This is an optimization exercise on Yosys and OpenROAD, whose aim is small area, not a production implementation.
Function was checked by simulation only, so behaviour that the tests miss may differ from the original.

**flow/config.mk**
```make
export PLATFORM = sky130hd
export DESIGN_NAME = fir_H
export DESIGN_NICKNAME = fir_H
export VERILOG_FILES = /design/flow/design.v
export SDC_FILE = /design/flow/constraint.sdc
export NUM_CORES = 4
export LEC_CHECK = 0
export CAP_MARGIN = 20
export CORE_MARGIN = 2
export CORE_UTILIZATION = 40
export SLEW_MARGIN = 20
```
**flow/constraint.sdc**
```tcl
create_clock -name core_clock -period 25.0 [get_ports {clk}]
set_input_delay 5.0000 -clock core_clock [delete_from_list [all_inputs] [get_ports {clk}]]
set_output_delay 5.0000 -clock core_clock [all_outputs]
set_load 0.01 [all_outputs]
```
**flow/design.v**
```verilog
module Naddr(a,b,s,ci,co);
parameter N=8;
input[N-1:0] a;
input[N-1:0] b;
output[N-1:0] s;
input ci;
output co;
assign {co,s} = a + b + {{(N-1){1'b0}},ci};
endmodule
module boothEncode(A,d);
input[2:0] A;
output reg[2:0] d;
always @(*)
begin
	case(A)
		3'B000: d = 3'b000;
		3'B001: d = 3'b001;
		3'B010: d = 3'b001;
		3'B011: d = 3'b010;
		3'B100: d = 3'b110;
		3'B101: d = 3'b111;
		3'B110: d = 3'b111;
		3'B111: d = 3'b000;
	endcase
end
endmodule
module subMultiply(B,d,P);
input[15:0] B;
input[2:0] d;
output reg[17:0] P;
always @(*)
begin
	case(d)
		3'b000: P = 18'b0;
		default: P = 18'b0;
		3'b001: P = {B[15],B[15],B};
		3'b010: begin
			P = {B[15],B[15],B}<<1;
		end
		3'b110:begin
			P = ((~{B[15],B[15],B})+1)<<1;
		end
		3'b111:begin
			P = (~{B[15],B[15],B})+1;
		end
	endcase
end
endmodule
module subSum(P7,P6,P5,P4,P3,P2,P1,P0,P);
input[17:0] P7,P6,P5,P4,P3,P2,P1,P0;
output[31:0] P;
wire[19:0] P01,P23,P45,P67;
Naddr #(.N(20)) Naddr0(.a({P0[17],P0[17],P0}),.b({P1,2'b0}),.s(P01),.ci(1'b0),.co());
Naddr #(.N(20)) Naddr1(.a({P2[17],P2[17],P2}),.b({P3,2'b0}),.s(P23),.ci(1'b0),.co());
Naddr #(.N(20)) Naddr2(.a({P4[17],P4[17],P4}),.b({P5,2'b0}),.s(P45),.ci(1'b0),.co());
Naddr #(.N(20)) Naddr3(.a({P6[17],P6[17],P6}),.b({P7,2'b0}),.s(P67),.ci(1'b0),.co());
wire[23:0] P0123,P4567;
Naddr #(.N(24)) Naddr4(.a({P01[19],P01[19],P01[19],P01[19],P01}),.b({P23,4'b0}),.s(P0123),.ci(1'b0),.co());
Naddr #(.N(24)) Naddr5(.a({P45[19],P45[19],P45[19],P45[19],P45}),.b({P67,4'b0}),.s(P4567),.ci(1'b0),.co());
Naddr #(.N(32)) Naddr6(.a({{8{P0123[23]}},P0123}),.b({P4567,8'b0}),.s(P),.ci(1'b0),.co());
endmodule
module booth_multiplier(A,B,P);
	input[15:0] A,B;
	output[31:0] P;
	wire[2:0] d0,d1,d2,d3,d4,d5,d6,d7;
	boothEncode boothEncode0(.A({A[1],A[0],1'b0}),.d(d0));
	boothEncode boothEncode1(.A({A[3],A[2],A[1]}),.d(d1));
	boothEncode boothEncode2(.A({A[5],A[4],A[3]}),.d(d2));
	boothEncode boothEncode3(.A({A[7],A[6],A[5]}),.d(d3));
	boothEncode boothEncode4(.A({A[9],A[8],A[7]}),.d(d4));
	boothEncode boothEncode5(.A({A[11],A[10],A[9]}),.d(d5));
	boothEncode boothEncode6(.A({A[13],A[12],A[11]}),.d(d6));
	boothEncode boothEncode7(.A({A[15],A[14],A[13]}),.d(d7));
	wire[17:0] P7,P6,P5,P4,P3,P2,P1,P0;
	subMultiply subMultiply0(.B(B),.d(d0),.P(P0));
	subMultiply subMultiply1(.B(B),.d(d1),.P(P1));
	subMultiply subMultiply2(.B(B),.d(d2),.P(P2));
	subMultiply subMultiply3(.B(B),.d(d3),.P(P3));
	subMultiply subMultiply4(.B(B),.d(d4),.P(P4));
	subMultiply subMultiply5(.B(B),.d(d5),.P(P5));
	subMultiply subMultiply6(.B(B),.d(d6),.P(P6));
	subMultiply subMultiply7(.B(B),.d(d7),.P(P7));
	subSum subSum0(.P7(P7),.P6(P6),.P5(P5),.P4(P4),.P3(P3),.P2(P2),.P1(P1),.P0(P0),.P(P));
endmodule
module counterT(clk,en,r,q,co);
parameter n=2;
parameter counter_bits = 1;
input clk,en,r;
output reg[counter_bits:1] q;
output co;
assign co = (q==(n-1))&&en;
always @(posedge clk)
begin
	if(r) q<=0;
	else if(en)
	begin
		if(q==(n-1)) q<=0;
		else q<=q+1;
	end
	else q<=q;
end
endmodule
module dffre(d,en,r,clk,q);
parameter WIDTH = 1;
input en,r,clk;
input[WIDTH-1:0] d;
output reg[WIDTH-1:0] q;
always @(posedge clk)
begin
	if(r) q <= {WIDTH{1'b0}};
	else if(en) q<=d;
	else q <= q;
end
endmodule
module firControl(sample,reset,co,clk,oe,clr);
input sample,reset,clk,co;
output reg clr,oe;
parameter RESET = 0,MAC= 1,DATAOUT=2;
reg[2:0] state,nextstate;
always @(posedge clk) if(reset) state <= RESET;else state <= nextstate;
always @(*)begin
	clr = 0;oe = 0;
	case(state)
		RESET :begin
			clr = 1;
			oe = 0;
			if(sample)
			begin
				nextstate = MAC;
			end
			else begin
				nextstate = RESET;
			end
		end
		MAC: begin
			clr = 0;
			oe = 0;
			if(co) begin
				nextstate = DATAOUT;
			end
			else begin
				nextstate = MAC;
			end
		end
		DATAOUT : begin
			clr = 0;
			oe = 1;
			nextstate = RESET;
		end
		default : begin
			clr = 0;
			oe = 0;
			nextstate = RESET;
		end
	endcase
end
endmodule
module h_rom_h(addr,dout,mode);
input mode;
input[4:0] addr;
output reg[15:0] dout;
always @(*)begin
		if(mode) begin
		case(addr)
		5'b00000: dout = 16'b1111111111110010;
                    5'b00001: dout = 16'b0000000000010001;
                    5'b00010: dout = 16'b0000000001000000;
                    5'b00011: dout = 16'b0000000010000011;
                    5'b00100: dout = 16'b0000000011000011;
                    5'b00101: dout = 16'b0000000011010000;
                    5'b00110: dout = 16'b0000000001101100;
                    5'b00111: dout = 16'b1111111101101011;
                    5'b01000: dout = 16'b1111110111010110;
                    5'b01001: dout = 16'b1111110000001000;
                    5'b01010: dout = 16'b1111101010110000;
                    5'b01011: dout = 16'b1111101010111101;
                    5'b01100: dout = 16'b1111110101010010;
                    5'b01101: dout = 16'b0000001111111001;
                    5'b01110: dout = 16'b0001001011001101;
                    5'b01111: dout = 16'b0100111010000110;
                    5'b10000: dout = 16'b1011000101111010;
                    5'b10001: dout = 16'b1110110100110011;
                    5'b10010: dout = 16'b1111110000000111;
                    5'b10011: dout = 16'b0000001010101110;
                    5'b10100: dout = 16'b0000010101000011;
                    5'b10101: dout = 16'b0000010101010000;
                    5'b10110: dout = 16'b0000001111111000;
                    5'b10111: dout = 16'b0000001000101010;
                    5'b11000: dout = 16'b0000000010010101;
                    5'b11001: dout = 16'b1111111110010100;
                    5'b11010: dout = 16'b1111111100110000;
                    5'b11011: dout = 16'b1111111100111101;
                    5'b11100: dout = 16'b1111111101111101;
                    5'b11101: dout = 16'b1111111111000000;
                    5'b11110: dout = 16'b1111111111101111;
                    5'b11111: dout = 16'b0000000000001110;
endcase
		end
		else begin
		case(addr)
			5'b00000: dout = 16'b0000000000110001;
5'b00001: dout = 16'b0000000000111100;
5'b00010: dout = 16'b0000000001010101;
5'b00011: dout = 16'b0000000010000000;
5'b00100: dout = 16'b0000000011000001;
5'b00101: dout = 16'b0000000100011100;
5'b00110: dout = 16'b0000000110010101;
5'b00111: dout = 16'b0000001000110011;
5'b01000: dout = 16'b0000001100000000;
5'b01001: dout = 16'b0000010000001100;
5'b01010: dout = 16'b0000010101110010;
5'b01011: dout = 16'b0000011101100011;
5'b01100: dout = 16'b0000101001001110;
5'b01101: dout = 16'b0000111101010011;
5'b01110: dout = 16'b0001101010010010;
5'b01111: dout = 16'b0101000101001010;
5'b10000: dout = 16'b1010111010110110;
5'b10001: dout = 16'b1110010101101110;
5'b10010: dout = 16'b1111000010101101;
5'b10011: dout = 16'b1111010110110010;
5'b10100: dout = 16'b1111100010011101;
5'b10101: dout = 16'b1111101010001110;
5'b10110: dout = 16'b1111101111110100;
5'b10111: dout = 16'b1111110100000000;
5'b11000: dout = 16'b1111110111001101;
5'b11001: dout = 16'b1111111001101011;
5'b11010: dout = 16'b1111111011100100;
5'b11011: dout = 16'b1111111100111111;
5'b11100: dout = 16'b1111111110000000;
5'b11101: dout = 16'b1111111110101011;
5'b11110: dout = 16'b1111111111000100;
5'b11111: dout = 16'b1111111111001111;
			endcase
		end
end
endmodule
module fir_H(xIn,sample,clk,reset,yOut,mode);
input mode;
input sample, clk, reset;
	input[15:0] xIn;
	output[15:0] yOut;
	reg [511:0] x_temp;
	reg [15:0] x_out;
   	wire[4:0] q;
	always @(posedge clk) 
	begin
	   if (reset)
	      x_temp <= 512'b0;
		else if (sample)
			x_temp <= {xIn, x_temp[511:16]};
	end
	always @(*) 
	begin
		case (q)
			5'b00000: x_out=x_temp[15:0];
			5'b00001: x_out=x_temp[31:16];
			5'b00010: x_out=x_temp[47:32];
			5'b00011: x_out=x_temp[63:48];
			5'b00100: x_out=x_temp[79:64];
			5'b00101: x_out=x_temp[95:80];
			5'b00110: x_out=x_temp[111:96];
			5'b00111: x_out=x_temp[127:112];
			5'b01000: x_out=x_temp[143:128];
			5'b01001: x_out=x_temp[159:144];
			5'b01010: x_out=x_temp[175:160];
			5'b01011: x_out=x_temp[191:176];
			5'b01100: x_out=x_temp[207:192];
			5'b01101: x_out=x_temp[223:208];
			5'b01110: x_out=x_temp[239:224];
			5'b01111: x_out=x_temp[255:240];
			5'b10000: x_out=x_temp[271:256];
			5'b10001: x_out=x_temp[287:272];
			5'b10010: x_out=x_temp[303:288];
			5'b10011: x_out=x_temp[319:304];
			5'b10100: x_out=x_temp[335:320];
			5'b10101: x_out=x_temp[351:336];
			5'b10110: x_out=x_temp[367:352];
			5'b10111: x_out=x_temp[383:368];
			5'b11000: x_out=x_temp[399:384];
			5'b11001: x_out=x_temp[415:400];
			5'b11010: x_out=x_temp[431:416];
			5'b11011: x_out=x_temp[447:432];
			5'b11100: x_out=x_temp[463:448];
			5'b11101: x_out=x_temp[479:464];
			5'b11110: x_out=x_temp[495:480];
			5'b11111: x_out=x_temp[511:496];
		endcase
	end
	wire[31:0] p, raw_y;
	wire oe, clr, co;
	firControl firControl0(.reset(reset), .sample(sample), 
			.clk(clk), .co(co), .clr(clr), .oe(oe));
	counterT #(.n(5'b1111_1),.counter_bits(5)) counter(.r(clr), .clk(clk), .q(q), .co(co), .en(1'b1));
	wire[15:0] b;
	h_rom_h h(.addr(~q+1),.dout(b),.mode(mode));
	booth_multiplier mu(.A(x_out), .B(b), .P(p));
	wire[32:0] temp_s;
	wire[31:0] s;
	Naddr  #(.N(33)) adder_32(.a({raw_y[31],raw_y}), .b({p[31],p}), .ci(1'b0), .s(temp_s), .co());
	assign s = (temp_s[32] == temp_s[31])? temp_s[31:0]:(temp_s[32]? 32'h8000_0000:32'h7fff_fff);
	dffre #(.WIDTH(32)) D_32(.d(s),.clk(clk), .r(clr), .q(raw_y), .en(1'b1));
	wire[15:0] temp_y;
	assign temp_y = raw_y[31]? (raw_y[30]? raw_y[30:15]:16'h8000)
			:(raw_y[30]? 16'h7fff:raw_y[30:15]);
	dffre #(.WIDTH(16)) D_y(.d(temp_y), .clk(clk), .r(reset), .q(yOut), .en(oe));
endmodule
```
**flow/run.sh**
```bash
#!/bin/bash
# synth_recipe.tcl (not shown) runs the flow's synth.tcl, then flattens the netlist and writes it again
# the make line also repeats each setting of config.mk as NAME=value (left out here)
make -C /OpenROAD-flow-scripts/flow DESIGN_CONFIG=/design/flow/config.mk WORK_HOME=/design/flow/orfs CLKGATE_MAP_FILE= SYNTH_SCRIPT=/design/flow/synth_recipe.tcl finish
```
==> summary.txt <==
-- logic make-up (layout without fill, tap and decap cells) --
group	count (synthesis)	count (layout)	share of synthesized area (%)
simple gates	1214	1214	15.2
compound gates	1092	1092	21.5
flops	567	567	31.9
mux	557	557	15.7
buf+inv	416	336	4.65
fa+ha+maj	198	198	7.14
xor+xnor	154	154	3.91
other cells	0	1	0
-- state kept, by name (all words and copies together) (netlist names) --
register           count
firControl0.state      2
x_temp               512
D_y.q                 16
counter.q              5
D_32.q                32
-- worst paths after layout --
check                from        end  slack, ns
max                  mode  D_32.q[7]       7.42
min             D_y.q[15]  D_y.q[15]       0.46
max reg2reg  counter.q[3]  D_32.q[7]       9.47
min reg2reg     D_y.q[15]  D_y.q[15]       0.46
-- cell usage after synthesis, types with 7 or more instances --
library cell / count / area (µm²)
nor3_1: 52 / 260
a21o_1: 55 / 413
a22o_1: 53 / 464
and2_1: 21 / 131
a221oi_1: 133 / 1160
nand4_1: 47 / 294
o211ai_1: 13 / 97.6
clkbuf_1: 227 / 852
and3_1: 24 / 150
nor2_1: 728 / 2730
mux2i_1: 549 / 5500
inv_1: 94 / 353
nand2_1: 150 / 563
a211oi_1: 13 / 97.6
xor2_1: 38 / 333
o21bai_1: 43 / 323
a21oi_1: 257 / 1290
a22oi_1: 138 / 1040
nand3_1: 44 / 220
buf_4: 9 / 67.6
fa_1: 8 / 160
a2111oi_0: 7 / 61.3
o31ai_1: 15 / 113
a222oi_1: 36 / 360
o21ai_0: 151 / 756
mux2_2: 8 / 90.1
nor2b_1: 32 / 200
or3_1: 20 / 125
a31oi_1: 42 / 263
nor4_1: 17 / 106
buf_2: 21 / 105
o22ai_1: 9 / 56.3
o2bb2ai_1: 7 / 61.3
dfxtp_1: 567 / 11400
or2_2: 11 / 68.8
ha_1: 190 / 2380
xnor2_1: 113 / 990
a21boi_0: 10 / 75.1
o21a_1: 15 / 113
buf_1: 55 / 206
nand2b_1: 27 / 169
-- through the flow --
| stage | std cells | utilization [%] |
|---|---|---|
| floorplan | 4198 | - |
| global placement | 5171 | 41.8 |
| detailed placement | 5171 | 41.8 |
| CTS | 5283 | 44.1 |
| global route | 5284 | 44.1 |
| finish | 5284 | 44.1 |
-- metal layers --
layer	part of all wire, %	wire, µm	track usage (%)	vias up
li1	-	-	-	15100
met1	47	53400	35.8	15300
met2	43	49000	36.6	1288
met3	7.5	8550	3.17	192
met4	3.0	3450	7.86	0
met5	0	0	0	-
-- worst max-delay path, delay by kind of cell --
kind | cells | cell delay, ns
adders and majority gates | 5 | 1.71
xor gates and xnor gates | 4 | 1.80
buffers and inverters | 6 | 1.82
and+or+nand+nor | 7 | 2.04
AOI/OAI and AO/OA | 25 | 5.65
-- cell type report --
type | count | area (µm²)
inverter | 100 | 375
timing repair buffer | 124 | 1050
fill | 8716 | 49300
clock buffer | 89 | 1790
tap | 1165 | 1460
antenna | 1 | 2.50
clock inverter | 23 | 248
multi-input combinational | 3215 | 22600
sequential | 567 | 11400
==> run_results.csv <==
group,metric,value,unit
floorplanning,die-area,91300,µm²
layout,area_growth,9.53,%
clock_tree,cts_resized,0,
floorplanning,ios,36,
sta,rsz0062_at_grt,"false",
critical_path,crit_top_cell,"a21oi_1",
critical_path,critPathRequiredTime,25.48,ns
layout,final_cell_area,38900,µm²
critical_path,worst_setup_path_end_kind,"flip-flop",
layout,layout_common_cells,"714 x nor2_1, 566 x dfxtp_1, 548 x mux2i_1",
critical_path,crit_type,"in2reg",
grt,grt_max_degree,143,
sta,drv_slew,0,
drt,wl_per_cell,21.6,µm
critical_path,start_kind,"primary input",
layout,nets,4286,
drt,antenna_left,0,
drt,drtIter0Drc,3601,
sta,hold_viol_final,0,
clock_tree,clock_latency,0.65,ns
critical_path,path_max_fanout,22,
synthesis,yosysWarnings,9,
hold_path,min_path_cells,2,
synthesis,synth_area,35500,µm²
drt,via_count,31900,
floorplanning,die_h,302,µm
run_status,status,"timing/DRC/antenna clean",
grt,track_usage,24.3,%
drt,drc_errors,0,
sta,setup_viol,0,
critical_path,crit_arrival,18.07,ns
drt,firstDrtPassIters,6,
clock_tree,h-tree-depth,2,
sta,hold-worst-slack,0.465,ns
sta,max_freq,0.0569,GHz
floorplanning,start_util,40.3,%
clock_tree,cts_tree,"yes",
grt,grt_pass1_vias,29200,
synthesis,postSynthAreaPerCell,8.47,µm²
place,gp_congestion,0.928,
sta,slew_headroom,29.9,%
floorplanning,row_count,109,
place,hpwl,74.1,mm
clock_tree,clk_pin_slew,0.06,ns
floorplanning,die_w,302,µm
grt,antenna_found_initial,4,
critical_path,crit_path_top_delay_cell,"o211ai_1",
grt,gr-total-overflow,0,
synthesis,synthFlopType,"dfxtp_1",
sta,finalSetupTns,0,ns
synthesis,postSynthCellCount,4198,
drt,vias_per_cell,6.04,
clock_tree,cts_setup_buffers,0,
synthesis,synth_edf_count,0,
sta,worstMarginPinSlew,1.05,ns
synthesis,synth-seq-cells,567,
sta,layout_setup_ws,7.42,ns
clock_tree,clock_path_buffers,3,
synthesis,synth_cell_type_count,101,
synthesis,synthArstFlopShare,0,%
floorplanning,core-area,88200,µm²
place,portBuffers,35,
clock_tree,numCtsBuffers,60,
place,place_area,36900,µm²
synthesis,synth_nets,4416,
hold_path,hp-class,"reg2reg",
clock_tree,root_buffer,"clkbuf_16",
grt,grt_pass1_wl,175,mm
sta,min_period,17.58,ns
drt,routed_wirelength,114,mm
clock_tree,cts_sinks,567,
critical_path,max_stage_delay,0.81,ns
job,cap_viol_max_count,0,
synthesis,yosysSeqAreaShare,31.9,%
layout,drive_gt1_share,6.46,%
clock_tree,ctsHoldBuffers,0,
sta,clock_skew,0.0298,ns
layout,layout_commonest_cell,"nor2_1",
place,pre_cts_ws,7.02,ns
critical_path,reg2reg_depth,53,
sta,period_share,70.3,%

## afterwards: timing with drivers on the ports
The results above use ideal ports. As a check the final layout listed here was re-extracted and re-timed, cells and wires unchanged. Step 1 (the two cells are an assumption about what drives the block):
set clk [get_ports {clk}]
set_driving_cell -lib_cell sky130_fd_sc_hd__clkbuf_16 $clk
set_driving_cell -lib_cell sky130_fd_sc_hd__buf_2 [delete_from_list [all_inputs] $clk]
Step 2, shift: input delay + t, output delay - t, t = (earliest + latest rising clock arrival at the registers) / 2. This alone moves slack from input paths to output paths. a / b / c = no drivers / after step 1 / after step 2; a / b = the first two.
shift t [ns]: 0.702
setup WS [ns]: 7.416 / 7.346 / 6.644
hold WS [ns]: 0.465 / 0.465 / 0.465
clock arrival spread, ns: 0.035 / 0.035
slew at the worst register clock pin (ns): 0.08 / 0.08
After both steps this run still meets setup and hold. The setup slack of this run moves by -0.070 ns with the drivers and by -0.772 ns with both steps.
